What follows belongs to an exercise in optimizing a design on an open flow for small area; a production flow would make more cautious choices.
The RTL was checked by simulation tests, not by an equivalence proof against the original design.
Power is estimated from default activity; no workload was simulated.

==> flow/flow/run.sh <==
#!/bin/bash
# Own layout flow: the standard ORFS flow (standard.sh, with the standard
# synthesis), changed only through ORFS's own variables:
#  - port buffers use the smallest buffer cell instead of the default,
#  - clock tree synthesis inserts no dummy loads and uses clkbuf_4 with
#    smaller sink clusters,

# Each tool's full output is in ORFS's logs under orfs/logs/; make's own
# output is in flow_make.log in this folder.
set -euo pipefail
cd "$(dirname "$0")/.."

export BUFFER_PORTS_ARGS="-buffer_cell sky130_fd_sc_hd__buf_1"
export CTS_ARGS="-sink_clustering_enable -repair_clock_nets -dont_use_dummy_load -buf_list sky130_fd_sc_hd__clkbuf_4 -sink_clustering_size 9 -sink_clustering_max_diameter 45"

bash standard.sh > flow_make.log 2>&1
==> flow/standard.sh <==
#!/bin/bash
# synth_recipe.tcl (not shown) runs the flow's synth.tcl, then flattens the netlist and writes it again
# the make line also repeats each setting of config.mk as NAME=value (left out here)
make -C /OpenROAD-flow-scripts/flow DESIGN_CONFIG=/design/flow/config.mk WORK_HOME=/design/flow/orfs CLKGATE_MAP_FILE= SYNTH_SCRIPT=/design/flow/synth_recipe.tcl "${@:-finish}"
==> flow/config.mk <==
export PLATFORM = sky130hd
export DESIGN_NAME = cpu_top
export DESIGN_NICKNAME = cpu_top
export VERILOG_FILES = /design/flow/design.v
export SDC_FILE = /design/flow/constraint.sdc
export NUM_CORES = 4
export LEC_CHECK = 0
export CAP_MARGIN = 20
export CORE_MARGIN = 2
export CORE_UTILIZATION = 40
export PLACE_DENSITY = 0.55
export SETUP_SLACK_MARGIN = 0.2
export SLEW_MARGIN = 20
export SYNTH_HIERARCHICAL = 1
==> flow/constraint.sdc <==
create_clock -name core_clock -period 14.0 [get_ports {clk_i}]
set_input_delay 2.8000 -clock core_clock [delete_from_list [all_inputs] [get_ports {clk_i}]]
set_output_delay 2.8000 -clock core_clock [all_outputs]
set_load 0.01 [all_outputs]
==> flow/design.v <==
`timescale 1ns/100ps
module aoi222 (input a0, b0, a1, b1, a2, b2, output y);
  assign y = ~((a0 & b0) | (a1 & b1) | (a2 & b2));
endmodule
module nand2 (input a, b, output y);
  assign y = ~(a & b);
endmodule
module nand3 (input a, b, c, output y);
  assign y = ~(a & b & c);
endmodule
module nand4 (input a, b, c, d, output y);
  assign y = ~(a & b & c & d);
endmodule
module or3 (input a, b, c, output y);
  assign y = a | b | c;
endmodule
module aoi22 (input a0, b0, a1, b1, output y);
  assign y = ~((a0 & b0) | (a1 & b1));
endmodule
module ao21 (input a0, b0, c, output y);
  assign y = (a0 & b0) | c;
endmodule
module and2 (input a, b, output y);
  assign y = a & b;
endmodule
module and4 (input a, b, c, d, output y);
  assign y = a & b & c & d;
endmodule
module xor2 (input a, b, output y);
  assign y = a ^ b;
endmodule
module mux2 (input a0, a1, s, output y);
  assign y = s ? a1 : a0;
endmodule
module oai22 (input a0, b0, a1, b1, output y);
  assign y = ~((a0 | b0) & (a1 | b1));
endmodule
module nor2 (input a, b, output y);
  assign y = ~(a | b);
endmodule
module or2 (input a, b, output y);
  assign y = a | b;
endmodule
module mux2i (input a0, a1, s, output y);
  assign y = ~(s ? a1 : a0);
endmodule
module ha (input a, b, output s, output co);
  assign {co, s} = a + b;
endmodule
module or4 (input a, b, c, d, output y);
  assign y = a | b | c | d;
endmodule
`timescale 1ns/100ps
module ifu (
  input  [29:0] pc_i,
  output [29:0] next_pc_o
);
  wire [29:0] c_s;
  assign next_pc_o[0] = ~pc_i[0];
  assign c_s[0]       = pc_i[0];
  genvar i;
  generate
    for (i = 1; i < 30; i = i + 1) begin : g_inc
      ha u_ha(.a(pc_i[i]), .b(c_s[i-1]), .s(next_pc_o[i]), .co(c_s[i]));
    end
  endgenerate
endmodule
`timescale 1ns/100ps
module rf_read (
  input  [991:0] data_i,    
  input  [ 31:1] valid_i,
  input  [  4:0] addr_i,
  output [ 31:0] data_o
);
  wire [31:1] sel_s;
  genvar i, j;
  generate
    for (i = 1; i < 32; i = i + 1) begin : g_sel
      assign sel_s[i] = valid_i[i] & (addr_i == i);
    end
    for (j = 0; j < 32; j = j + 1) begin : g_bit
      wire [31:1] col_s;
      for (i = 1; i < 32; i = i + 1) begin : g_col
        assign col_s[i] = data_i[32*(i-1)+j];
      end
      rdmux31 u_mux(.sel_i(sel_s), .d_i(col_s), .q_o(data_o[j]));
    end
  endgenerate
endmodule
module rdmux31 (
  input  [31:1] sel_i,
  input  [31:1] d_i,
  output        q_o
);
  wire [10:0] n_s;
  wire [ 2:0] m_s;
  genvar k;
  generate
    for (k = 0; k < 10; k = k + 1) begin : g_aoi
      aoi222 u_aoi(.a0(sel_i[3*k+1]), .b0(d_i[3*k+1]),
                   .a1(sel_i[3*k+2]), .b1(d_i[3*k+2]),
                   .a2(sel_i[3*k+3]), .b2(d_i[3*k+3]), .y(n_s[k]));
    end
  endgenerate
  nand2 u_last(.a(sel_i[31]), .b(d_i[31]), .y(n_s[10]));
  nand4 u_m0(.a(n_s[0]), .b(n_s[1]), .c(n_s[2]), .d(n_s[3]), .y(m_s[0]));
  nand4 u_m1(.a(n_s[4]), .b(n_s[5]), .c(n_s[6]), .d(n_s[7]), .y(m_s[1]));
  nand3 u_m2(.a(n_s[8]), .b(n_s[9]), .c(n_s[10]), .y(m_s[2]));
  or3   u_o (.a(m_s[0]), .b(m_s[1]), .c(m_s[2]), .y(q_o));
endmodule
module rf_read_op2 (
  input  [991:0] data_i,    
  input  [ 31:1] valid_i,
  input  [  4:0] addr_i,
  input          en_i,
  input  [ 31:0] ext_i,
  output [ 31:0] data_o
);
  wire [31:1] sel_s;
  genvar i, j;
  generate
    for (i = 1; i < 32; i = i + 1) begin : g_sel
      assign sel_s[i] = en_i & valid_i[i] & (addr_i == i);
    end
    for (j = 0; j < 32; j = j + 1) begin : g_bit
      wire [31:1] col_s;
      for (i = 1; i < 32; i = i + 1) begin : g_col
        assign col_s[i] = data_i[32*(i-1)+j];
      end
      rdmux31x u_mux(.sel_i(sel_s), .d_i(col_s), .ext_i(ext_i[j]), .q_o(data_o[j]));
    end
  endgenerate
endmodule
module rdmux31x (
  input  [31:1] sel_i,
  input  [31:1] d_i,
  input         ext_i,
  output        q_o
);
  wire [10:0] n_s;
  wire [ 2:0] m_s;
  genvar k;
  generate
    for (k = 0; k < 10; k = k + 1) begin : g_aoi
      aoi222 u_aoi(.a0(sel_i[3*k+1]), .b0(d_i[3*k+1]),
                   .a1(sel_i[3*k+2]), .b1(d_i[3*k+2]),
                   .a2(sel_i[3*k+3]), .b2(d_i[3*k+3]), .y(n_s[k]));
    end
  endgenerate
  nand2 u_last(.a(sel_i[31]), .b(d_i[31]), .y(n_s[10]));
  nand4 u_m0(.a(n_s[0]), .b(n_s[1]), .c(n_s[2]), .d(n_s[3]), .y(m_s[0]));
  nand4 u_m1(.a(n_s[4]), .b(n_s[5]), .c(n_s[6]), .d(n_s[7]), .y(m_s[1]));
  nand3 u_m2(.a(n_s[8]), .b(n_s[9]), .c(n_s[10]), .y(m_s[2]));
  or4   u_o (.a(m_s[0]), .b(m_s[1]), .c(m_s[2]), .d(ext_i), .y(q_o));
endmodule
`timescale 1ns/100ps
module decode (
  input  [31:0] instruction_i,
  output        load_en_o,    
  output        ld_addr_o,    
  output        sub_o,        
  output        sra_o,        
  output        f_add_o,      
  output        f_sll_o,      
  output        f_sr_o,       
  output        f_p_o,        
  output        f_g_o,        
  output        f_slt_o,      
  output        f_sltu_o,     
  output        rs2_en_o,
  output [31:0] imm_o
);
  wire [6:0] opcode_s = instruction_i[6:0];
  wire [2:0] f3_s     = instruction_i[14:12];
  wire       is_op_s  = (opcode_s == 7'b0110011);
  wire       is_imm_s = (opcode_s == 7'b0010011);
  wire       alt_s    = instruction_i[30] &
                        (is_op_s | (is_imm_s & (f3_s == 3'b101)));
  assign load_en_o = (opcode_s == 7'b0000011);
  assign ld_addr_o = load_en_o & (f3_s == 3'b010);
  assign sub_o     = ((f3_s == 3'b000) & alt_s) | (f3_s == 3'b011) |
                     ((f3_s == 3'b010) & ~load_en_o);
  assign sra_o     = alt_s & (f3_s == 3'b101);
  assign f_add_o  = (f3_s == 3'b000);
  assign f_sll_o  = (f3_s == 3'b001);
  assign f_slt_o  = (f3_s == 3'b010);
  assign f_sltu_o = (f3_s == 3'b011);
  assign f_sr_o   = (f3_s == 3'b101);
  assign f_p_o    = (f3_s == 3'b100) | (f3_s == 3'b110);
  assign f_g_o    = (f3_s == 3'b110) | (f3_s == 3'b111);
  wire imm_en_s = is_imm_s | ld_addr_o;
  assign rs2_en_o = is_op_s;
  assign imm_o    = {32{imm_en_s}} & {{20{instruction_i[31]}}, instruction_i[31:20]};
endmodule
`timescale 1ns/100ps
module alu (
  input         sub_i,
  input         ld_addr_i,
  input         sra_i,
  input         f_add_i,
  input         f_sll_i,
  input         f_sr_i,
  input         f_p_i,
  input         f_g_i,
  input         f_slt_i,
  input         f_sltu_i,
  input  [31:0] rs1_data_i,
  input  [31:0] operand2_i,
  output [31:0] sum_o,
  output [31:0] alu_result_o
);
  wire [31:0] a = rs1_data_i;
  wire [31:0] bx, p, g;
  wire [32:0] c;
  assign c[0] = sub_i;
  genvar i, k;
  generate
    for (i = 0; i < 32; i = i + 1) begin : g_pg
      xor2 u_bx(.a(operand2_i[i]), .b(sub_i), .y(bx[i]));
      xor2 u_p (.a(a[i]), .b(bx[i]), .y(p[i]));
      and2 u_g (.a(a[i]), .b(bx[i]), .y(g[i]));
      xor2 u_s (.a(p[i]), .b(c[i]), .y(sum_o[i]));
    end
    for (k = 0; k < 8; k = k + 1) begin : g_blk
      wire g01, g012, g0123, pblk;
      ao21 u_g1(.a0(p[4*k+1]), .b0(g[4*k]),  .c(g[4*k+1]), .y(g01));
      ao21 u_g2(.a0(p[4*k+2]), .b0(g01),     .c(g[4*k+2]), .y(g012));
      ao21 u_g3(.a0(p[4*k+3]), .b0(g012),    .c(g[4*k+3]), .y(g0123));
      and4 u_p (.a(p[4*k]), .b(p[4*k+1]), .c(p[4*k+2]), .d(p[4*k+3]), .y(pblk));
      ao21 u_c1(.a0(p[4*k]),   .b0(c[4*k]),   .c(g[4*k]),   .y(c[4*k+1]));
      ao21 u_c2(.a0(p[4*k+1]), .b0(c[4*k+1]), .c(g[4*k+1]), .y(c[4*k+2]));
      ao21 u_c3(.a0(p[4*k+2]), .b0(c[4*k+2]), .c(g[4*k+2]), .y(c[4*k+3]));
      ao21 u_co(.a0(pblk),     .b0(c[4*k]),   .c(g0123),    .y(c[4*k+4]));
    end
  endgenerate
  wire lt_s  = ld_addr_i ? a[31] :
               ((a[31] ^ operand2_i[31]) ? a[31] : sum_o[31]);
  wire ltu_s = ~c[32];
  wire cmp_s = (f_slt_i & lt_s) | (f_sltu_i & ltu_s);
  wire        fill_s  = sra_i & a[31];
  wire        nfill_s = ~fill_s;
  wire [ 3:0] nd0_s = ~(4'b0001 << operand2_i[1:0]);
  wire [ 3:0] nd1_s = ~(4'b0001 << operand2_i[3:2]);
  wire [31:0] nshin_s, ns1_s, s2_s;
  wire [34:0] nx0_s;
  wire [43:0] nx1_s;
  wire [47:0] x2_s;
  generate
    for (i = 0; i < 32; i = i + 1) begin : g_sh
      wire n0, n1, m0, m1;
      mux2i u_rev(.a0(a[i]), .a1(a[31-i]), .s(f_sll_i), .y(nshin_s[i]));
      oai22 u_a0(.a0(nd0_s[0]), .b0(nx0_s[i]),   .a1(nd0_s[1]), .b1(nx0_s[i+1]), .y(n0));
      oai22 u_a1(.a0(nd0_s[2]), .b0(nx0_s[i+2]), .a1(nd0_s[3]), .b1(nx0_s[i+3]), .y(n1));
      nor2  u_a (.a(n0), .b(n1), .y(ns1_s[i]));
      oai22 u_b0(.a0(nd1_s[0]), .b0(nx1_s[i]),   .a1(nd1_s[1]), .b1(nx1_s[i+4]),  .y(m0));
      oai22 u_b1(.a0(nd1_s[2]), .b0(nx1_s[i+8]), .a1(nd1_s[3]), .b1(nx1_s[i+12]), .y(m1));
      or2   u_b (.a(m0), .b(m1), .y(s2_s[i]));
    end
  endgenerate
  assign nx0_s = {{3{nfill_s}}, nshin_s};
  assign nx1_s = {{12{nfill_s}}, ns1_s};
  assign x2_s  = {{16{fill_s}}, s2_s};
  wire sr_lo = f_sr_i  & ~operand2_i[4];
  wire sr_hi = f_sr_i  &  operand2_i[4];
  wire sl_lo = f_sll_i & ~operand2_i[4];
  wire sl_hi = f_sll_i &  operand2_i[4];
  generate
    for (i = 0; i < 32; i = i + 1) begin : g_res
      wire r0, r1, r2, r3;
      aoi222 u_r0(.a0(f_add_i), .b0(sum_o[i]), .a1(f_p_i), .b1(p[i]),
                  .a2(f_g_i), .b2(g[i]), .y(r0));
      aoi222 u_r1(.a0(sr_lo), .b0(x2_s[i]), .a1(sr_hi), .b1(x2_s[i+16]),
                  .a2(sl_lo), .b2(x2_s[31-i]), .y(r1));
      if (i == 0) begin : g_cmp
        assign r2 = ~cmp_s;
        nand3 u_r(.a(r0), .b(r1), .c(r2), .y(alu_result_o[i]));
      end else if (i <= 15) begin : g_lo
        nand2 u_r(.a(r0), .b(r1), .y(alu_result_o[i]));
      end else begin : g_hi
        nand2 u_r2(.a(sl_hi), .b(x2_s[47-i]), .y(r2));
        nand3 u_r(.a(r0), .b(r1), .c(r2), .y(alu_result_o[i]));
      end
    end
  endgenerate
endmodule
`timescale 1ns/100ps
module ld_st_unit (
  input         ld_addr_i,
  input  [31:0] sum_i,
  output [31:0] ld_address_o
);
  genvar i;
  generate
    for (i = 0; i < 32; i = i + 1) begin : g_and
      and2 u_and(.a(ld_addr_i), .b(sum_i[i]), .y(ld_address_o[i]));
    end
  endgenerate
endmodule
`timescale 1ns/100ps
module cpu_top(
  input         clk_i,
  input         rst_n_i,
  input         wr_en_i,
  input  [31:0] instr_i,
  input  [31:0] mem_rdata_i,
  output [31:0] pc_o,
  output [31:0] mem_addr_o,
  output        mem_rd_o,
  output [31:0] alu_result_o,
  output        z_flag_o
);
  reg  [29:0] pc_q;
  wire [29:0] next_pc_s;
  always @(posedge clk_i or negedge rst_n_i)
    if (!rst_n_i)
      pc_q <= 30'd0;
    else
      pc_q <= next_pc_s;
  ifu i_ifu(.pc_i(pc_q), .next_pc_o(next_pc_s));
  assign pc_o = {pc_q, 2'b00};
  wire [ 4:0] rd_s = instr_i[11:7];
  wire [31:0] wdata_s;
  wire [991:0] rf_data_s;
  reg  [ 31:1] valid_q;
  genvar i;
  generate
    for (i = 1; i < 32; i = i + 1) begin : g_reg
      reg  [31:0] x_q;
      wire        we_s = wr_en_i & (rd_s == i);
      always @(posedge clk_i)
        if (we_s)
          x_q <= wdata_s;
      always @(posedge clk_i or negedge rst_n_i)
        if (!rst_n_i)
          valid_q[i] <= 1'b0;
        else if (we_s)
          valid_q[i] <= 1'b1;
      assign rf_data_s[32*(i-1) +: 32] = x_q;
    end
  endgenerate
  wire [31:0] rs1_data_s, operand2_s, imm_s;
  wire        rs2_en_s;
  rf_read     i_rd1(.data_i(rf_data_s), .valid_i(valid_q), .addr_i(instr_i[19:15]),
                    .data_o(rs1_data_s));
  rf_read_op2 i_rd2(.data_i(rf_data_s), .valid_i(valid_q), .addr_i(instr_i[24:20]),
                    .en_i(rs2_en_s), .ext_i(imm_s), .data_o(operand2_s));
  wire        load_en_s, ld_addr_s, sub_s, sra_s;
  wire        f_add_s, f_sll_s, f_sr_s, f_p_s, f_g_s, f_slt_s, f_sltu_s;
  wire [31:0] sum_s, alu_result_s;
  decode i_decode(
    .instruction_i (instr_i),
    .load_en_o     (load_en_s),
    .ld_addr_o     (ld_addr_s),
    .sub_o         (sub_s),
    .sra_o         (sra_s),
    .f_add_o       (f_add_s),
    .f_sll_o       (f_sll_s),
    .f_sr_o        (f_sr_s),
    .f_p_o         (f_p_s),
    .f_g_o         (f_g_s),
    .f_slt_o       (f_slt_s),
    .f_sltu_o      (f_sltu_s),
    .rs2_en_o      (rs2_en_s),
    .imm_o         (imm_s)
  );
  alu i_alu(
    .sub_i        (sub_s),
    .ld_addr_i    (ld_addr_s),
    .sra_i        (sra_s),
    .f_add_i      (f_add_s),
    .f_sll_i      (f_sll_s),
    .f_sr_i       (f_sr_s),
    .f_p_i        (f_p_s),
    .f_g_i        (f_g_s),
    .f_slt_i      (f_slt_s),
    .f_sltu_i     (f_sltu_s),
    .rs1_data_i   (rs1_data_s),
    .operand2_i   (operand2_s),
    .sum_o        (sum_s),
    .alu_result_o (alu_result_s)
  );
  ld_st_unit i_ld_st_unit(
    .ld_addr_i    (ld_addr_s),
    .sum_i        (sum_s),
    .ld_address_o (mem_addr_o)
  );
  assign wdata_s      = load_en_s ? mem_rdata_i : alu_result_s;
  assign alu_result_o = alu_result_s;
  assign z_flag_o     = ~(|alu_result_s);
  assign mem_rd_o     = load_en_s;
endmodule
==> summary.md, run 1 <==
| Metric | Value |
|---|---|
| Status | timing/DRC/antenna clean |
| Most frequent cell after synthesis | edfxtp_1 |
| Most used cell, CP | a21o_1 |
| CTS buffer count | 150 |
| Critical-path top delay cell | or4_4 |
| Minimum hold slack | 472 ps |
| DRC Markers | 0 |
| Largest stage delay, worst path | 730 ps |
| Gr ovfl total | 0 |
| RSZ-0062 raised after global routing | no |
| Hold crit path type | reg -> reg |
| Top cell type's share of synthesized area | 64.7% |
| Final Util | 44.4% |
| Gr usage total | 32.8% |
| Initial antenna violation count | 16 |
| CP required | 11200 ps |
| Class of the most critical setup path | in -> out |
| Tmin final | 13520 ps |
| Starting density of the core | 40.3% |
| Max Cap Viol | 0 |
| Worst slew pin tran | 1180 ps |
| GP Congestion | 1.01 |
| Fillcell total | 10300 |
| Mean Syn Cell Area | 15.8 sq um |
| Synth cell types | 54 |
| Max Slew Vio Count | 0 |
| IO Pins | 165 |
| Root Driver | clkbuf_4 |
| Total design power | 0.00603 W |
| Area after DPL | 0.0496 sq mm |
| Post-DP HPWL | 127000 um |
| Pin count of the biggest net entering global routing | 62 |
| Final #Nets | 3413 |
| Number of port buffers | 162 |
| Pwr dens | 119 mW/mm^2 |
| Fin Setup TNS | 0 ps |
| Post-synthesis cell area | 0.0460 sq mm |
| DIE AREA | 0.118 sq mm |
| Row count | 124 |
| Wire length per cell | 41.0 um |
| Pre-Repair DR Iteration Count | 15 |
| Final hold violation count | 0 |
| CP endpoint kind | primary output |
| Vias in the first global route | 35700 |
| Die Ht | 343 um |
| Top cells by count, synth | edfxtp_1 (992), a222oi_1 (704), nand4_1 (131), o22ai_1 (128), nand2_1 (101) |
| Crit share post-route | 96.6% |
| Relative slew slack | 21.2% |
| Clock Latency Late Sink | 1110 ps |
| DR vias/cell | 7.65 |
| FF-to-FF setup slack | 6390 ps |
| VDD IR max | 90.2 uV |
| Synth warnings | 7 |
| Post-synth ARST share | 5.79% |
| Final setup fails | 0 |
| Core area | 0.114 sq mm |
| CTS HTree Levels | 4 |
| Largest cells by area after synthesis | edfxtp_1 (65%), a222oi_1 (15%), dfrtp_1 (3.3%), xor2_1 (1.8%), nand4_1 (1.8%) |
| EDFF count, synth | 992 |
| Crit path launch type | input pin |
| P_leak | 17.1 nW |
| Final instance area | 0.0507 sq mm |
| WHS Path Cells | 1 |
| Post-synthesis cell count | 2906 |
| Clk_skew | 119 ps |
| Routed via count | 37000 |
| Area Growth Syn to Fin | 10.2% |
| Register area share after synthesis | 68.0% |
| Die width | 343 um |
| Ys flop type | edfxtp_1 |
| Cell taking the most area after synthesis | edfxtp_1 |
| ANT nets after route | 0 |
| Clk pin slew, worst setup/hold paths | 70 ps |
| Fmax | 74.0 MHz |
| First-pass GRT wire length | 272000 um |
| TritonCTS clock tree | yes |
| Share of cells above drive strength 1 | 12.0% |
| FF+latch count, synth | 1053 |
| Reg2reg path depth | 24 |
| Clock Path Buffers | 3 |
| Arrival time at the worst endpoint | 10720 ps |
| Routed WL | 198000 um |
| Clk sink count | 1053 |
| Initial drt markers | 9423 |
| Worst Path Max Fanout | 25 |
==> state kept, by name (all words and copies together) (netlist names) <==
| signal | cells |
|---|---|
| pc_q | 30 |
| g.x_q | 992 |
| valid_q | 31 |
==> worst max-delay path, delay by kind of cell <==
kind	cells	cell delay, ps
compound gates	12	3010
xor+xnor	3	630
simple gates	12	3400
buf+inv	4	840
==> layout by cell type, fill, tap and decap left out, types with 34 or more instances in the layout <==
master	Yosys	routed
o22ai_1	128	128
a222oi_1	704	704
nand4_1	131	131
or3_1	34	34
dfrtp_1	61	61
and3_1	60	43
buf_4	27	129
clkbuf_4	0	150
xor2_1	96	96
or2_1	41	41
nand2_1	101	101
buf_1	0	161
edfxtp_1	992	992
and2_1	82	82
nor2_1	69	38
a21o_1	56	56
nand3_1	83	83
==> area by class of cell <==
| cell class | count | area [sq um] | area share, % |
|---|---|---|---|
| clock buffer | 150 | 1130 | 2.22 |
| timing repair buffer | 291 | 1580 | 3.11 |
| antenna | 11 | 27.5 | 0.0542 |
| sequential | 1053 | 31300 | 61.7 |
| inverter | 6 | 22.5 | 0.0444 |
| multi-input combinational | 1815 | 14800 | 29.1 |
| tap | 1512 | 1890 | 3.73 |
==> repair_timing <==
| item | 4_1_cts | 5_1_grt |
|---|---|---|
| hold buffers | 0 | 0 |
| endpoints found under the setup margin | 0 | 1 |
| setup buffers | 0 | 0 |
| resized for setup | 0 | 3 |
==> Yosys stat by module (local to each module, per instance), a selection <==
| module | area (sq um) | cells | flops+latches | times used |
|---|---|---|---|---|
| xor2 | 8.76 | 1 | 0 | 96 |
| ha | 12.5 | 1 | 0 | 29 |
| ifu | 3.75 | 1 | 0 | 1 |
| rf_read | 318 | 47 | 0 | 1 |
| and4 | 8.76 | 1 | 0 | 8 |
| rf_read_op2 | 364 | 49 | 0 | 1 |
| mux2i | 10.0 | 1 | 0 | 32 |
| nand3 | 5.00 | 1 | 0 | 81 |
| ao21 | 7.51 | 1 | 0 | 56 |
| nand2 | 3.75 | 1 | 0 | 95 |
| and2 | 6.26 | 1 | 0 | 64 |
| or3 | 6.26 | 1 | 0 | 32 |
| or4 | 7.51 | 1 | 0 | 32 |
| nand4 | 6.26 | 1 | 0 | 128 |
==> per-stage QoR <==
stage,worst slack (ps),instances
2_1_floorplan,377,2907
3_3_place_gp,393,4677
3_5_place_dp,270,4677
4_1_cts,241,4827
5_1_grt,165,4831
6_report,479,4838
==> path summary, 6_finish.rpt <==
path	startpoint	to
worst min-delay path	pc_q[0]	pc_q[0]
worst max register to register	valid_q[22]	g_reg[7].x_q[0]
worst min register to register	pc_q[0]	pc_q[0]
worst max-delay path	instr_i[6]	z_flag_o
min in group asynchronous	rst_n_i	valid_q[16]
max in group asynchronous	rst_n_i	pc_q[10]
==> power by group <==
part	switching, W	total [W]	internal [W]
clock	0.000998	0.00149	0.000491
combinational	0.000679	0.000878	0.000199
sequential	0.0000333	0.00366	0.00363
==> logic make-up (layout without fill, tap and decap cells) <==
| group | after synthesis | after routing | share of synthesized area (%) |
|---|---|---|---|
| AO/OA/AOI/OAI | 909 | 909 | 18.3 |
| AND/OR/NAND/NOR | 715 | 715 | 8.99 |
| XOR/XNOR | 96 | 96 | 1.83 |
| other | 1 | 13 | 0.00814 |
| buffers and inverters | 39 | 447 | 0.598 |
| adder cells (fa/ha/maj) | 29 | 29 | 0.788 |
| flip-flops | 1053 | 1053 | 68.0 |
| multiplexers | 64 | 64 | 1.48 |
==> per-layer routing <==
metal / track usage [%] / share of wire, % / wire length [um]
met5: 0 / 0.041 / 82
met4: 19.7 / 7.3 / 14400
met3: 9.37 / 15 / 28800
met2: 49.7 / 44 / 86200
met1: 42.1 / 35 / 68600
==> inputs of run 2 (changes only) <==
--- a/flow/config.mk
+++ b/flow/config.mk
@@ -7,8 +7,8 @@
 export LEC_CHECK = 0
 export CAP_MARGIN = 20
 export CORE_MARGIN = 2
-export CORE_UTILIZATION = 40
-export PLACE_DENSITY = 0.55
+export CORE_UTILIZATION = 45
+export PLACE_DENSITY = 0.6
 export SETUP_SLACK_MARGIN = 0.2
 export SLEW_MARGIN = 20
 export SYNTH_HIERARCHICAL = 1
==> summary.md, run 2 <==
| Metric | Value |
|---|---|
| Largest cells by area after synthesis | edfxtp_1 (65%), a222oi_1 (15%), dfrtp_1 (3.3%), xor2_1 (1.8%), nand4_1 (1.8%) |
| Register area share after synthesis | 68.0% (unchanged) |
| Crit path buffers/inverters | 4 (unchanged) |
| Mean Syn Cell Area | 15.8 sq um (unchanged) |
| Relative slew slack | 23.7% (+2.5 points) |
| EDFF count, synth | 992 (unchanged) |
| Final #Nets | 3423 (+0.29%) |
| Clk_skew | 89.2 ps (-30.2 ps) |
| Sw Ratio | 28.2% (-0.22 points) |
| IO Pins | 165 (unchanged) |
| Post-synthesis cell count | 2906 (unchanged) |
| Die Ht | 324 um (-5.7%) |
| Initial antenna violation count | 15 (-1) |
| Largest stage delay, worst path | 700 ps (-30 ps) |
| DIE AREA | 0.105 sq mm (-11%) |
| CP endpoint kind | primary output |
| Root Driver | clkbuf_4 |
| Status | timing/DRC/antenna clean |
| Number of port buffers | 162 (unchanged) |
| First-pass GRT wire length | 263000 um (-3.5%) |
| Clock Path Buffers | 3 (unchanged) |
| Class of the most critical setup path | in -> out |
| Crit path launch type | input pin |
| Arrival time at the worst endpoint | 10750 ps (+30 ps) |
| Most used cell, CP | a21o_1 |
| WHS Path Cells | 1 (unchanged) |
| Clock Latency Late Sink | 1110 ps (about the same) |
| FF+latch count, synth | 1053 (unchanged) |
| Crit share post-route | 96.8% (+0.18 points) |
| TritonCTS clock tree | yes |
| RSZ-0062 raised after global routing | no |
| Cell taking the most area after synthesis | edfxtp_1 |
| FF-to-FF setup slack | 6810 ps (+420 ps) |
| Fmax | 73.8 MHz (-0.18%) |
| Fin Setup TNS | 0 ps (unchanged) |
| Pin count of the biggest net entering global routing | 62 (unchanged) |
| Initial drt markers | 10100 (+6.8%) |
| Hold EP | pc_q[0] |
| Post-synth ARST share | 5.79% (unchanged) |
| Critical-path top delay cell | a222oi_1 |
| Slack of the critical path | 454 ps (-24.6 ps) |
| Pwr dens | 118 mW/mm^2 (-0.32%) |
| Clk pwr share | 24.7% (about the same) |
| Multi-input logic area | 0.0148 sq mm (-0.14%) |
| Total design power | 0.00600 W (-0.53%) |
| Max Cap Viol | 0 (unchanged) |
| CTS HTree Levels | 4 (unchanged) |
| Clk sink count | 1053 (unchanged) |
| Reg with most FFs | g.x_q |
| Most frequent cell after synthesis | edfxtp_1 |
| Ys flop type | edfxtp_1 |
| Fillcell total | 8723 (-15%) |
| GP Congestion | 1.05 (+4.0%) |
| FF/Latch Area | 0.0313 sq mm (unchanged) |
| CP required | 11200 ps (about the same) |
| Pre-Repair DR Iteration Count | 14 (-1) |
| Post-DP HPWL | 125000 um (-1.6%) |
| Final Util | 49.8% (+5.4 points) |
| CTS buffer count | 149 (-0.67%) |
| Die width | 324 um (-5.7%) |
| DRC Markers | 0 (unchanged) |
| Max Slew Vio Count | 0 (unchanged) |
| Final hold violation count | 0 (unchanged) |
| Worst Path Max Fanout | 9 (-64%) |
| Comb pwr share | 14.3% (-0.3 points) |
| R2R Path End | g_reg[16].x_q[0] |
| Hold path startpoint | pc_q[0] |
| Number of cells on the critical path | 28 (-9.7%) |
| Leading cell type in the layout, fill and taps excluded | edfxtp_1 |
| Top cell type's share of synthesized area | 64.7% (unchanged) |
| Critical Path Source | instr_i[6] |
| VDD IR max | 82.3 uV (-8.8%) |
| Max reg flops | 992 (unchanged) |
| Crit path max-delay family | simple AND/OR/NAND/NOR gates |
| Starting density of the core | 45.3% (+5.0 points) |
| Row count | 117 (-5.6%) |
| Routed WL | 189000 um (-4.9%) |
| Share of cells above drive strength 1 | 11.8% (-0.16 points) |
| Final setup fails | 0 (unchanged) |
| DR vias/cell | 7.79 (+1.8%) |
| Biggest regs | g.x_q (992), valid_q (31), pc_q (30) |
| Reg2reg path depth | 24 (unchanged) |
| Routed via count | 36700 (-0.94%) |
| Synth warnings | 7 (unchanged) |
| Commonest cells after routing, fill and taps aside | edfxtp_1 (992), a222oi_1 (704), buf_1 (161) |
| Wire length per cell | 40.0 um (-2.2%) |
| Top cells by count, synth | edfxtp_1 (992), a222oi_1 (704), nand4_1 (131), o22ai_1 (128), nand2_1 (101) |
| Synth cell types | 54 (unchanged) |
| Area Growth Syn to Fin | 9.96% |
| Setup WS pre-CTS | 79.1 ps (-191 ps) |
| Worst slew pin tran | 1140 ps (-37.6 ps) |
| Core area | 0.102 sq mm (-11%) |
| Psw | 0.00169 W (-1.3%) |
| Reg-to-Reg Start | valid_q[18] |
| Tmin final | 13550 ps (+24.6 ps) |
| Gr usage total | 35.5% (+2.7 points) |
| ANT nets after route | 0 (unchanged) |
| Sequential power share | 61.0% (+0.3 points) |
| Post-synthesis cell area | 0.0460 sq mm (unchanged) |
| Hold crit path type | reg -> reg |
| Vias in the first global route | 34900 (-2.4%) |
| Gr ovfl total | 0 (unchanged) |
| Clk pin slew, worst setup/hold paths | 90 ps (+20 ps) |
| Internal power | 0.00431 W (-0.23%) |
| P_leak | 17.2 nW (+0.47%) |
==> run 2: metrics by stage <==
stage / hold WS [ps] / cells / instance area (sq um)
5_1_grt: 500 / 4698 / 50600
3_3_place_gp: 443 / 4542 / 49400
6_report: 471 / 4707 / 50600
3_5_place_dp: 460 / 4542 / 49400
4_1_cts: 474 / 4691 / 50600
2_1_floorplan: 439 / 2907 / 46100
==> run 2: cell type report <==
class | instances | area share, %
Tap cell | 1368 | 3.38
Sequential cell | 1053 | 61.8
Multi-Input combinational cell | 1815 | 29.1
Inverter | 6 | 0.0445
Clock buffer | 149 | 2.21
Timing Repair Buffer | 302 | 3.30
Antenna cell | 14 | 0.0692
==> run 2: worst max path at each step <==
stage | to | slack, ps
3_3_place_gp | z_flag_o | 200
3_5_place_dp | z_flag_o | 80
5_1_grt | z_flag_o | 190
2_1_floorplan | z_flag_o | 380
4_1_cts | z_flag_o | 250
6_report | z_flag_o | 450
==> run 2: power groups by stage <==
stage | Clock [W] | Combinational [W] | Sequential (W)
2_1_floorplan | 0 | 0.000430 | 0.00371
3_3_place_gp | 0 | 0.000801 | 0.00373
3_5_place_dp | 0 | 0.000813 | 0.00373
4_1_cts | 0.00150 | 0.000817 | 0.00366
5_1_grt | 0.00162 | 0.000883 | 0.00366
6_report | 0.00148 | 0.000856 | 0.00366
==> run 2: kinds of logic after synthesis <==
family / share of synthesized area (%)
adder cells (fa/ha/maj): 0.788
buffers and inverters: 0.598
flip-flops: 68.0
AO/OA/AOI/OAI: 18.3
AND/OR/NAND/NOR: 8.99
multiplexers: 1.48
other: 0.00814
XOR/XNOR: 1.83
==> run 2: what timing repair did <==
action                     CTS  global route
pin swaps                    1             4
resized for setup            2             3
hold buffers                 0             0
setup buffers                0             2
setup endpoints to repair    1             1
==> run 2: routing by layer <==
| layer | vias up | part of all wire [%] | global-route usage [%] |
|---|---|---|---|
| li1 | 14500 | - | - |
| met4 | 4 | 7.2 | 21.0 |
| met5 | - | 0.012 | 0 |
| met1 | 18100 | 35 | 47.0 |
| met3 | 563 | 14 | 8.63 |
| met2 | 3512 | 44 | 53.4 |
==> run 2: modules after synthesis, one instance, submodules excluded, excerpt <==
module | times used | cell area [sq um] | cells inside
cpu_top | 1 | 32300 | 1183
decode | 1 | 392 | 57
rf_read_op2 | 1 | 364 | 49
rf_read | 1 | 318 | 47
ha | 29 | 12.5 | 1
aoi222 | 704 | 10.0 | 1
mux2i | 32 | 10.0 | 1
or4 | 32 | 7.51 | 1
or3 | 32 | 6.26 | 1
or2 | 32 | 6.26 | 1
oai22 | 128 | 6.26 | 1
nand4 | 128 | 6.26 | 1
ifu | 1 | 3.75 | 1
==> inputs of run 3 (changes only) <==
--- a/flow/config.mk
+++ b/flow/config.mk
@@ -7,8 +7,8 @@
 export LEC_CHECK = 0
 export CAP_MARGIN = 20
 export CORE_MARGIN = 2
-export CORE_UTILIZATION = 45
-export PLACE_DENSITY = 0.6
-export SETUP_SLACK_MARGIN = 0.2
+export CORE_UTILIZATION = 40
+export PLACE_DENSITY = 0.55
+export SETUP_SLACK_MARGIN = 0.1
 export SLEW_MARGIN = 20
 export SYNTH_HIERARCHICAL = 1
==> summary.md, run 3 <==
| Metric | Value |
|---|---|
| Crit path buffers/inverters | 4 (unchanged) |
| Clock Latency Late Sink | 1110 ps (about the same) |
| IO Pins | 165 (unchanged) |
| Synth warnings | 7 (unchanged) |
| Core area | 0.114 sq mm (+12%) |
| Largest cells by area after synthesis | edfxtp_1 (65%), a222oi_1 (15%), dfrtp_1 (3.3%), xor2_1 (1.8%), nand4_1 (1.8%) |
| VDD IR max | 90.2 uV (+9.6%) |
| Reg with most FFs | g.x_q |
| P_leak | 17.1 nW (-0.47%) |
| Hold path startpoint | pc_q[0] |
| Fmax | 74.0 MHz (+0.18%) |
| Relative slew slack | 21.2% (-2.5 points) |
| Leading cell type in the layout, fill and taps excluded | edfxtp_1 |
| Pin count of the biggest net entering global routing | 62 (unchanged) |
| Crit path launch type | input pin |
| Clk sink count | 1053 (unchanged) |
| Class of the most critical setup path | in -> out |
| Post-synthesis cell area | 0.0460 sq mm (unchanged) |
| Routed WL | 198000 um (+5.1%) |
| Pwr dens | 119 mW/mm^2 (+0.32%) |
| Top cells by count, synth | edfxtp_1 (992), a222oi_1 (704), nand4_1 (131), o22ai_1 (128), nand2_1 (101) |
| CP required | 11200 ps (about the same) |
| Cell taking the most area after synthesis | edfxtp_1 |
| TritonCTS clock tree | yes |
| Die Ht | 343 um (+6.0%) |
| Top cell type's share of synthesized area | 64.7% (unchanged) |
| Synth cell types | 54 (unchanged) |
| RSZ-0062 raised after global routing | no |
| Hold crit path type | reg -> reg |
| Arrival time at the worst endpoint | 10720 ps (-30 ps) |
| Minimum hold slack | 472 ps (+1.11 ps) |
| Worst slew pin tran | 1180 ps (+37.6 ps) |
| Post-synthesis cell count | 2906 (unchanged) |
| Ys flop type | edfxtp_1 |
| Max reg flops | 992 (unchanged) |
| Worst Path Max Fanout | 25 (+16) |
| Fillcell total | 10300 (+18%) |
| Max Slew Vio Count | 0 (unchanged) |
| Most frequent cell after synthesis | edfxtp_1 |
| Row count | 124 (+6.0%) |
| Most used cell, CP | a21o_1 |
| Gr ovfl total | 0 (unchanged) |
| Wire length per cell | 41.0 um (+2.3%) |
| Postcts setup bufs | 0 (unchanged) |
| First-pass GRT wire length | 272000 um (+3.6%) |
| Final setup fails | 0 (unchanged) |
| DR vias/cell | 7.65 (-1.8%) |
| Initial antenna violation count | 16 (+1) |
| Root Driver | clkbuf_4 |
| FF+latch count, synth | 1053 (unchanged) |
| CP endpoint kind | primary output |
| Reg-to-Reg Start | valid_q[22] |
| Status | timing/DRC/antenna clean |
| Post-DP HPWL | 127000 um (+1.6%) |
| Final hold violation count | 0 (unchanged) |
| Number of port buffers | 162 (unchanged) |
| CTS HTree Levels | 4 (unchanged) |
| Critical-path top delay cell | or4_4 |
| Pre-Repair DR Iteration Count | 15 (+1) |
| ANT nets after route | 0 (unchanged) |
| Die width | 343 um (+6.0%) |
| Crit share post-route | 96.6% (-0.18 points) |
| Largest stage delay, worst path | 730 ps (+30 ps) |
| CTS buffer count | 150 (+0.67%) |
| Clock Path Buffers | 3 (unchanged) |
| Clk pin slew, worst setup/hold paths | 70 ps (-20 ps) |
| Share of cells above drive strength 1 | 12.0% (+0.16 points) |
| Clk_skew | 119 ps (+30.2 ps) |
| Routed via count | 37000 (+0.95%) |
| GP Congestion | 1.01 (-3.9%) |
| Critical Path Source | instr_i[6] |
| DRC Markers | 0 (unchanged) |
| Biggest regs | g.x_q (992), valid_q (31), pc_q (30) |
| Commonest cells after routing, fill and taps aside | edfxtp_1 (992), a222oi_1 (704), buf_1 (161) |
| Fin Setup TNS | 0 ps (unchanged) |
| DIE AREA | 0.118 sq mm (+12%) |
| Max Cap Viol | 0 (unchanged) |
| Gr usage total | 32.8% (-2.7 points) |
| Mean Syn Cell Area | 15.8 sq um (unchanged) |
| Vias in the first global route | 35700 (+2.4%) |
| Starting density of the core | 40.3% (-5.0 points) |
| Final #Nets | 3413 (-0.29%) |
| Crit path max-delay family | simple AND/OR/NAND/NOR gates |
| Post-synth ARST share | 5.79% (unchanged) |
| EDFF count, synth | 992 (unchanged) |
| Initial drt markers | 9423 (-6.4%) |
| Area Growth Syn to Fin | 10.2% |
| Tmin final | 13520 ps (-24.6 ps) |
| Register area share after synthesis | 68.0% (unchanged) |
[run 3: Yosys stat by module (local to each module, per instance), a selection]
module,flip-flops and latches,area [sq um]
aoi222,0,10.0
rf_read_op2,0,364
nor2,0,3.75
decode,0,392
cpu_top,1053,32300
alu,0,114
ifu,0,3.75
and4,0,8.76
xor2,0,8.76
nand3,0,5.00
oai22,0,6.26
or3,0,6.26
mux2i,0,10.0
and2,0,6.26
or4,0,7.51
nand2,0,3.75
[run 3: kinds of logic after synthesis]
family,after synthesis,synth area share [%]
XOR/XNOR,96,1.83
AO/OA/AOI/OAI,909,18.3
flip-flops,1053,68.0
buffers and inverters,39,0.598
multiplexers,64,1.48
AND/OR/NAND/NOR,715,8.99
adder cells (fa/ha/maj),29,0.788
other,1,0.00814
[run 3: worst register-to-register path: cells and delay by family (launching register included)]
kind            cells  cell delay (ps)
simple gates        5             1860
compound gates     13             2930
xor+xnor            3              860
flops               1              430
buf+inv             2              560
mux                 1              630
[run 3: power breakdown]
part	internal (W)	switching, W	total [W]
Clock	0.000491	0.000998	0.00149
Combinational	0.000199	0.000679	0.000878
Sequential	0.00363	0.0000333	0.00366
Total	0.00432	0.00171	0.00603
[run 3: path summary, 6_finish.rpt]
path / to / slack [ps] / cells after the start
worst max-delay path: z_flag_o / 480 / 31
worst min-delay path: pc_q[0] / 470 / 1
worst max register to register: g_reg[7].x_q[0] / 6390 / 24
worst min register to register: pc_q[0] / 470 / 1
max in group asynchronous: pc_q[10] / 11560 / 2
min in group asynchronous: valid_q[16] / 1870 / 2
[run 3: per-layer routing]
layer,GRT usage [%],wire [um],up-vias
met2,49.7,86200,3528
li1,-,-,14500
met1,42.1,68600,18300
met5,0,82,-
met3,9.37,28800,686
met4,19.7,14400,14
[run 3: per-stage QoR]
step / setup WS (ps) / std cells / instance area [sq um] / total power, W / util [%]
after floorplan: 377 / 2907 / 46100 / 0.00414 / -
after global placement: 393 / 4677 / 49600 / 0.00456 / 43.4
after detailed placement: 270 / 4677 / 49600 / 0.00457 / 43.4
after CTS: 241 / 4827 / 50700 / 0.00602 / 44.4
after global routing: 165 / 4831 / 50700 / 0.00620 / 44.4
final: 479 / 4838 / 50700 / 0.00603 / 44.4
[run 3: layout make-up]
type / instances / area [sq um] / area share (%)
timing repair buffer: 291 / 1580 / 3.11
inverter: 6 / 22.5 / 0.0444
tap: 1512 / 1890 / 3.73
antenna: 11 / 27.5 / 0.0542
multi-input combinational: 1815 / 14800 / 29.1
clock buffer: 150 / 1130 / 2.22
sequential: 1053 / 31300 / 61.7
[run 3: what timing repair did]
item	4_1_cts	5_1_grt
hold buffers	0	0
gates resized for setup	0	3
endpoints found under the setup margin	0	1
==> inputs of run 4 (changes only) <==
--- a/flow/flow/run.sh
+++ b/flow/flow/run.sh
@@ -11,6 +11,6 @@
 cd "$(dirname "$0")/.."
 
 export BUFFER_PORTS_ARGS="-buffer_cell sky130_fd_sc_hd__buf_1"
-export CTS_ARGS="-sink_clustering_enable -repair_clock_nets -dont_use_dummy_load -buf_list sky130_fd_sc_hd__clkbuf_4 -sink_clustering_size 9 -sink_clustering_max_diameter 45"
+export CTS_ARGS="-sink_clustering_enable -repair_clock_nets -dont_use_dummy_load -buf_list sky130_fd_sc_hd__clkbuf_4 -sink_clustering_size 10 -sink_clustering_max_diameter 45"
 
 bash standard.sh > flow_make.log 2>&1
--- a/flow/config.mk
+++ b/flow/config.mk
@@ -9,6 +9,6 @@
 export CORE_MARGIN = 2
 export CORE_UTILIZATION = 40
 export PLACE_DENSITY = 0.55
-export SETUP_SLACK_MARGIN = 0.1
+export SETUP_SLACK_MARGIN = 0.2
 export SLEW_MARGIN = 20
 export SYNTH_HIERARCHICAL = 1
==> summary.md, run 4 <==
| Metric | Value |
|---|---|
| Pre-Repair DR Iteration Count | 14 (-1) |
| Commonest cells after routing, fill and taps aside | edfxtp_1 (992), a222oi_1 (704), buf_1 (161) |
| Register area share after synthesis | 68.0% (unchanged) |
| Cell taking the most area after synthesis | edfxtp_1 |
| Class of the most critical setup path | in -> out |
| Post-synthesis cell count | 2906 (unchanged) |
| Status | timing/DRC/antenna clean |
| Initial antenna violation count | 15 (-1) |
| Max reg flops | 992 (unchanged) |
| Minimum hold slack | 473 ps (+0.587 ps) |
| First-pass GRT wire length | 272000 um (about the same) |
| CP required | 11200 ps (about the same) |
| Post-synth ARST share | 5.79% (unchanged) |
| Reg with most FFs | g.x_q |
| Top cells by count, synth | edfxtp_1 (992), a222oi_1 (704), nand4_1 (131), o22ai_1 (128), nand2_1 (101) |
| Tmin final | 13470 ps (-55.9 ps) |
| Crit share post-route | 96.2% (-0.40 points) |
| Most used cell, CP | a21o_1 |
| Worst slew pin tran | 1140 ps (-44.5 ps) |
| Pin count of the biggest net entering global routing | 62 (unchanged) |
| Fmax | 74.3 MHz (+0.42%) |
| Fin Setup TNS | 0 ps (unchanged) |
| Die width | 343 um (unchanged) |
| Worst Path Max Fanout | 25 (unchanged) |
| Fillcell total | 10200 (-0.098%) |
| RSZ-0062 raised after global routing | no |
| Internal power | 0.00429 W (-0.57%) |
| Top cell type's share of synthesized area | 64.7% (unchanged) |
| CTS HTree Levels | 4 (unchanged) |
| Clock Latency Late Sink | 1080 ps (-30 ps) |
| EDFF count, synth | 992 (unchanged) |
| Clock Path Buffers | 3 (unchanged) |
| Synth cell types | 54 (unchanged) |
| Routed via count | 36900 (-0.42%) |
| GP Congestion | 1.01 (unchanged) |
| Crit path launch type | input pin |
| Core area | 0.114 sq mm (unchanged) |
| Largest cells by area after synthesis | edfxtp_1 (65%), a222oi_1 (15%), dfrtp_1 (3.3%), xor2_1 (1.8%), nand4_1 (1.8%) |
| Initial drt markers | 9612 (+2.0%) |
| Arrival time at the worst endpoint | 10670 ps (-50 ps) |
| Gr usage total | 32.8% (about the same) |
| VDD IR max | 72.6 uV (-20%) |
| DRC Markers | 0 (unchanged) |
| DIE AREA | 0.118 sq mm (unchanged) |
| CTS Hold Buffers Added | 0 (unchanged) |
| Share of cells above drive strength 1 | 11.8% (-0.15 points) |
| Vias in the first global route | 35600 (-0.29%) |
| Comb pwr share | 14.7% (about the same) |
| P_leak | 17.1 nW (-0.20%) |
| Root Driver | clkbuf_4 |
| Number of port buffers | 162 (unchanged) |
| IO Pins | 165 (unchanged) |
| Area Growth Syn to Fin | 10.0% |
| Final #Nets | 3405 (-0.23%) |
| Mean Syn Cell Area | 15.8 sq um (unchanged) |
| Sw Ratio | 28.5% (+0.082 points) |
| Most frequent cell after synthesis | edfxtp_1 |
| CTS buffer count | 142 (-5.3%) |
| Ys flop type | edfxtp_1 |
| Clk pwr share | 24.3% (-0.4 points) |
| Clk sink count | 1053 (unchanged) |
| Final hold violation count | 0 (unchanged) |
| Die Ht | 343 um (unchanged) |
| Synth warnings | 7 (unchanged) |
| Pwr dens | 118 mW/mm^2 (-0.32%) |
| Hold crit path type | reg -> reg |
| Total design power | 0.00600 W (-0.45%) |
| Row count | 124 (unchanged) |
| CTS resizes | 0 (unchanged) |
| Wire length per cell | 41.2 um (+0.49%) |
| Placed cell count | 4677 (unchanged) |
| ANT nets after route | 0 (unchanged) |
| Relative slew slack | 24.1% (+3.0 points) |
| CP endpoint kind | primary output |
| Final setup fails | 0 (unchanged) |
| Largest stage delay, worst path | 740 ps (about the same) |
| Critical-path top delay cell | or4_4 |
| Clk_skew | 135 ps (+15.3 ps) |
| Psw | 0.00171 W (-0.17%) |
| TritonCTS clock tree | yes |
| Fin cells | 4822 (-0.33%) |
| Leading cell type in the layout, fill and taps excluded | edfxtp_1 |
| Sequential power share | 61.0% (+0.3 points) |
| Clk pin slew, worst setup/hold paths | 70 ps (about the same) |
| Max Cap Viol | 0 (unchanged) |
| DR vias/cell | 7.64 (about the same) |
| Biggest regs | g.x_q (992), valid_q (31), pc_q (30) |
| Max Slew Vio Count | 0 (unchanged) |
| FF+latch count, synth | 1053 (unchanged) |
| Post-DP HPWL | 127000 um (unchanged) |
| Post-synthesis cell area | 0.0460 sq mm (unchanged) |
| Routed WL | 198000 um (+0.16%) |
| Gr ovfl total | 0 (unchanged) |
| Postcts setup bufs | 0 (unchanged) |
| Starting density of the core | 40.3% (unchanged) |
| Final Util | 44.4% (-0.060 points) |
[run 4: cell types whose count changed in the layout (fill, tap and decap cells not counted), sizes merged]
cell | before | now
clkbuf | 151 | 143
diode | 11 | 3
[run 4: through the flow]
step / setup slack, ps / instance area (sq um)
6_report: 535 / 50700
5_1_grt: 281 / 50700
4_1_cts: 241 / 50600
3_5_place_dp: 270 / 49600
3_3_place_gp: 393 / 49600
2_1_floorplan: 377 / 46100
[run 4: cells by family after synthesis]
kind of cell               share of synthesized area (%)
AOI/OAI and AO/OA                                   18.3
DFF                                                 68.0
muxes                                               1.48
other                                            0.00814
adders and majority gates                          0.788
xor gates and xnor gates                            1.83
and+or+nand+nor                                     8.99
buffers and inverters                              0.598
[run 4: worst paths after layout]
kind | depth (start not counted) | from | slack [ps] | end
hold reg to reg | 1 | pc_q[0] | 470 | pc_q[0]
min in group asynchronous | 2 | rst_n_i | 1900 | valid_q[27]
setup reg to reg | 24 | valid_q[13] | 6320 | g_reg[7].x_q[0]
hold / removal | 1 | pc_q[0] | 470 | pc_q[0]
setup / recovery | 31 | instr_i[6] | 530 | z_flag_o
max in group asynchronous | 2 | rst_n_i | 11510 | pc_q[10]
[run 4: metal layers]
metal	global-route usage [%]	vias to the layer above	wire length (um)
met5	0	-	80
met4	19.7	14	14400
met3	9.47	710	28900
met2	49.7	3427	86500
met1	42.0	18300	68600
li1	-	14400	-
[run 4: layout make-up]
class	instances	area [sq um]	area share, %
repair buffers	291	1580	3.12
clock buffers	142	1070	2.10
diodes	3	7.51	0.0148
flip-flops and latches	1053	31300	61.8
multi-input cells	1815	14800	29.2
well taps	1512	1890	3.73
inverters	6	22.5	0.0444
[run 4: Yosys stat by module (local to each module, per instance), a selection]
module	cells inside	copies in the design	area, sq um	flip-flops and latches
cpu_top	1183	1	32300	1053
decode	57	1	392	0
rf_read_op2	49	1	364	0
ha	1	29	12.5	0
aoi222	1	704	10.0	0
ao21	1	56	7.51	0
oai22	1	128	6.26	0
nand4	1	128	6.26	0
nand2	1	95	3.75	0
[run 4: critical path, delay by kind of cell]
| family | cells | cell delay [ps] |
|---|---|---|
| AO/OA/AOI/OAI | 12 | 3000 |
| XOR/XNOR | 3 | 650 |
| buffers and inverters | 4 | 830 |
| AND/OR/NAND/NOR | 12 | 3320 |
[run 4: power by group through the flow]
stage                     clock network, W  registers, W  logic [W]
after CTS                          0.00148       0.00366   0.000847
final                              0.00146       0.00366   0.000880
after floorplan                          0       0.00371   0.000430
after global placement                   0       0.00373   0.000830
after global routing               0.00159       0.00367   0.000906
after detailed placement                 0       0.00373   0.000844
==> inputs of run 5 (changes only) <==
==> flow/run.sh (new file) <==
#!/bin/bash
# synth_recipe.tcl (not shown) runs the flow's synth.tcl, then flattens the netlist and writes it again
# the make line also repeats each setting of config.mk as NAME=value (left out here)
make -C /OpenROAD-flow-scripts/flow DESIGN_CONFIG=/design/flow/config.mk WORK_HOME=/design/flow/orfs CLKGATE_MAP_FILE= SYNTH_SCRIPT=/design/flow/synth_recipe.tcl finish
--- a/flow/config.mk
+++ b/flow/config.mk
@@ -7,8 +7,11 @@
 export LEC_CHECK = 0
 export CAP_MARGIN = 20
 export CORE_MARGIN = 2
-export CORE_UTILIZATION = 40
-export PLACE_DENSITY = 0.55
-export SETUP_SLACK_MARGIN = 0.2
+export CORE_UTILIZATION = 45
+export CTS_BUF_LIST = sky130_fd_sc_hd__clkbuf_4
+export CTS_CLUSTER_DIAMETER = 45
+export CTS_CLUSTER_SIZE = 9
+export PLACE_DENSITY = 0.6
+export SETUP_SLACK_MARGIN = 0.3
 export SLEW_MARGIN = 20
 export SYNTH_HIERARCHICAL = 1
removed: flow/flow/run.sh
removed: flow/standard.sh
==> summary.md, run 5 <==
| Metric | Value |
|---|---|
| Synth warnings | 7 (unchanged) |
| Worst slew pin tran | 1110 ps (-23.6 ps) |
| P_leak | 18.2 nW (+6.5%) |
| Final hold violation count | 0 (unchanged) |
| Hold EP | pc_q[0] |
| Relative slew slack | 25.7% (+1.6 points) |
| Area Growth Syn to Fin | 14.3% |
| Top cells by count, synth | edfxtp_1 (992), a222oi_1 (704), nand4_1 (131), o22ai_1 (128), nand2_1 (101) |
| Max reg flops | 992 (unchanged) |
| Starting density of the core | 45.3% (+5.0 points) |
| Gr usage total | 35.3% (+2.5 points) |
| Max Cap Viol | 0 (unchanged) |
| Pin count of the biggest net entering global routing | 62 (unchanged) |
| Tmin final | 13370 ps (-90.2 ps) |
| Synth cell types | 54 (unchanged) |
| CP endpoint kind | primary output |
| Share of cells above drive strength 1 | 15.0% (+3.1 points) |
| Crit path buffers/inverters | 7 (+3) |
| Clk_skew | 91.5 ps (-43.2 ps) |
| Post-synth ARST share | 5.79% (unchanged) |
| Clk sink count | 1053 (unchanged) |
| Slack of the critical path | 625 ps (+90.2 ps) |
| WHS Path Cells | 1 (unchanged) |
| CTS Hold Buffers Added | 0 (unchanged) |
| Routed via count | 37200 (+0.87%) |
| Clk pin slew, worst setup/hold paths | 80 ps (about the same) |
| CP required | 11200 ps (about the same) |
| Most frequent cell after synthesis | edfxtp_1 |
| R2R Path End | g_reg[14].x_q[0] |
| Final #Nets | 3479 (+2.2%) |
| Reg with most FFs | g.x_q |
| Setup WS pre-CTS | 119 ps (-151 ps) |
| Crit path launch type | input pin |
| Pre-Repair DR Iteration Count | 15 (+1) |
| IO Pins | 165 (unchanged) |
| Crit share post-route | 95.5% (-0.64 points) |
| CTS buffer count | 149 (+4.9%) |
| Ys flop type | edfxtp_1 |
| Reg-to-Reg Start | valid_q[17] |
| Initial antenna violation count | 8 (-7) |
| First-pass GRT wire length | 261000 um (-4.0%) |
| Post-synthesis cell count | 2906 (unchanged) |
| Post-synthesis cell area | 0.0460 sq mm (unchanged) |
| Biggest regs | g.x_q (992), valid_q (31), pc_q (30) |
| RSZ-0062 raised after global routing | no |
| Core area | 0.102 sq mm (-11%) |
| GP Congestion | 1.04 (+3.2%) |
| Die Ht | 324 um (-5.7%) |
| Root Driver | clkbuf_4 |
| Hold path startpoint | pc_q[0] |
| Pwr dens | 121 mW/mm^2 (+2.3%) |
| Cell taking the most area after synthesis | edfxtp_1 |
| ANT nets after route | 0 (unchanged) |
| Wire length per cell | 39.1 um (-5.0%) |
| FF-to-FF setup slack | 6720 ps (+400 ps) |
| Final Util | 51.8% (+7.4 points) |
| Clock Latency Late Sink | 1130 ps (+50 ps) |
| EDFF count, synth | 992 (unchanged) |
| Reg2reg path depth | 25 (+4.2%) |
| Critical-path top delay cell | or4_1 |
| Vias in the first global route | 35500 (-0.35%) |
| Fin Setup TNS | 0 ps (unchanged) |
| Arrival time at the worst endpoint | 10570 ps (-100 ps) |
| Crit path max-delay family | compound AO/OA/AOI/OAI gates |
| Number of port buffers | 162 (unchanged) |
| Routed WL | 189000 um (-4.8%) |
| Fmax | 74.8 MHz (+0.67%) |
| DR vias/cell | 7.69 (+0.66%) |
| Gr ovfl total | 0 (unchanged) |
| Post-DP HPWL | 123000 um (-3.6%) |
| TritonCTS clock tree | yes |
| Leading cell type in the layout, fill and taps excluded | edfxtp_1 |
| Largest stage delay, worst path | 580 ps (-160 ps) |
| Hold crit path type | reg -> reg |
| Worst Path Max Fanout | 10 (-60%) |
| Register area share after synthesis | 68.0% (unchanged) |
| Max Slew Vio Count | 0 (unchanged) |
| Status | timing/DRC/antenna clean |
| Die width | 324 um (-5.7%) |
| Class of the most critical setup path | in -> out |
| Largest cells by area after synthesis | edfxtp_1 (65%), a222oi_1 (15%), dfrtp_1 (3.3%), xor2_1 (1.8%), nand4_1 (1.8%) |
| CTS HTree Levels | 4 (unchanged) |
| DRC Markers | 0 (unchanged) |
| FF+latch count, synth | 1053 (unchanged) |
| Mean Syn Cell Area | 15.8 sq um (unchanged) |
| DIE AREA | 0.105 sq mm (-11%) |
| Clock Path Buffers | 3 (unchanged) |
| Final setup fails | 0 (unchanged) |
| Initial drt markers | 9464 (-1.5%) |
| Most used cell, CP | a21o_1 |
| Commonest cells after routing, fill and taps aside | edfxtp_1 (992), a222oi_1 (704), buf_4 (194) |
| VDD IR max | 77.0 uV (+6.2%) |
| Top cell type's share of synthesized area | 64.7% (unchanged) |
| Row count | 117 (-5.6%) |
-- run 5: cell families (layout without fill, tap and decap cells) --
| logic type | after synthesis | in the layout | synth area share [%] |
|---|---|---|---|
| muxes | 64 | 64 | 1.48 |
| and+or+nand+nor | 715 | 715 | 8.99 |
| DFF | 1053 | 1053 | 68.0 |
| xor gates and xnor gates | 96 | 96 | 1.83 |
| other | 1 | 6 | 0.00814 |
| adders and majority gates | 29 | 29 | 0.788 |
| AOI/OAI and AO/OA | 909 | 909 | 18.3 |
| buffers and inverters | 39 | 592 | 0.598 |
-- run 5: repair_timing --
action                                  CTS  global route
buffers inserted                          1             0
gates resized for setup                   3             4
pin swaps                                 3             8
endpoints found under the setup margin    1             1
gates cloned                              0             0
-- run 5: how the worst max path moves through the flow --
stage	startpoint	to	slack [ps]	depth (start not counted)
after floorplan	instr_i[12]	z_flag_o	380	24
after global placement	instr_i[6]	z_flag_o	180	34
after detailed placement	instr_i[6]	z_flag_o	120	32
after CTS	instr_i[6]	z_flag_o	510	35
after global routing	instr_i[6]	z_flag_o	410	35
final	instr_i[6]	z_flag_o	630	35
-- run 5: power breakdown --
part	total [W]	internal, W	switching, W	leakage [nW]
Combinational	0.000955	0.000267	0.000688	7.35
Clock	0.00176	0.000676	0.00108	0.994
Sequential	0.00366	0.00363	0.0000334	9.86
-- run 5: layer usage --
| metal | share of wire [%] | GRT usage, % | up-vias | wire [um] |
|---|---|---|---|---|
| li1 | - | - | 14700 | - |
| met1 | 35 | 46.2 | 18200 | 65600 |
| met2 | 43 | 52.8 | 3625 | 81800 |
| met3 | 15 | 9.07 | 661 | 27400 |
| met4 | 7.4 | 22.0 | 2 | 14100 |
| met5 | 0.0058 | 0 | - | 11 |
-- run 5: area by class of cell --
class                           count  area, sq um
Timing Repair Buffer              358         3110
Sequential cell                  1053        31300
Fill cell                        8537        49000
Clock inverter                     46          333
Clock buffer                      182         1370
Inverter                            6         22.5
Multi-Input combinational cell   1815        14800
Antenna cell                        4         10.0
Tap cell                         1368         1710
-- run 5: metrics by stage --
stage	power, W	std cells	area, sq um	hold WS (ps)
after floorplan	0.00414	2907	46100	439
after global placement	0.00463	4599	50900	455
after detailed placement	0.00464	4599	50900	461
after CTS	0.00636	4828	52600	480
after global routing	0.00655	4830	52600	495
final	0.00638	4832	52600	469
-- run 5: Yosys stat by module (local to each module, per instance), a selection --
module / flops+latches / cells inside
nand4: 0 / 1
nand3: 0 / 1
ifu: 0 / 1
and2: 0 / 1
or4: 0 / 1
nor2: 0 / 1
xor2: 0 / 1
rf_read: 0 / 47
oai22: 0 / 1
ha: 0 / 1
aoi222: 0 / 1
nand2: 0 / 1
ao21: 0 / 1

[afterwards: timing with drivers on the ports]
In the flow no input, the clock included, has a driving cell. The finished layouts below were timed again as built, in two steps.
Step 1 assumes that a clkbuf_16 drives the clock port and a buf_2 every other input.
Step 2 also shifts input and output timing later by t, the mid clock arrival at the registers, as if the neighbouring blocks saw the same clock.
a / b / c = ideal / step 1 / step 2; a / b = the first two.
| run | t, ns | setup WS [ns] | worst setup path after step 2 | clock arrival spread, ns | worst register clock-pin slew, ns |
|---|---|---|---|---|---|
| run 1 | 1.127 | 0.479 / 0.450 / 0.450 | input to output | 0.120 / 0.119 | 0.11 / 0.11 |
| run 2 | 1.141 | 0.454 / 0.424 / 0.424 | input to output | 0.090 / 0.089 | 0.11 / 0.11 |
| run 3 | 1.127 | 0.479 / 0.450 / 0.450 | input to output | 0.120 / 0.119 | 0.11 / 0.11 |
| run 4 | 1.094 | 0.535 / 0.506 / 0.506 | input to output | 0.135 / 0.135 | 0.12 / 0.12 |
| run 5 | 1.153 | 0.625 / 0.592 / 0.592 | input to output | 0.091 / 0.092 | 0.11 / 0.11 |
After both steps every run listed still meets setup and hold. For run 5, which loses most, drivers alone change the setup slack by -0.033 ns; drivers and shift together by -0.033 ns.
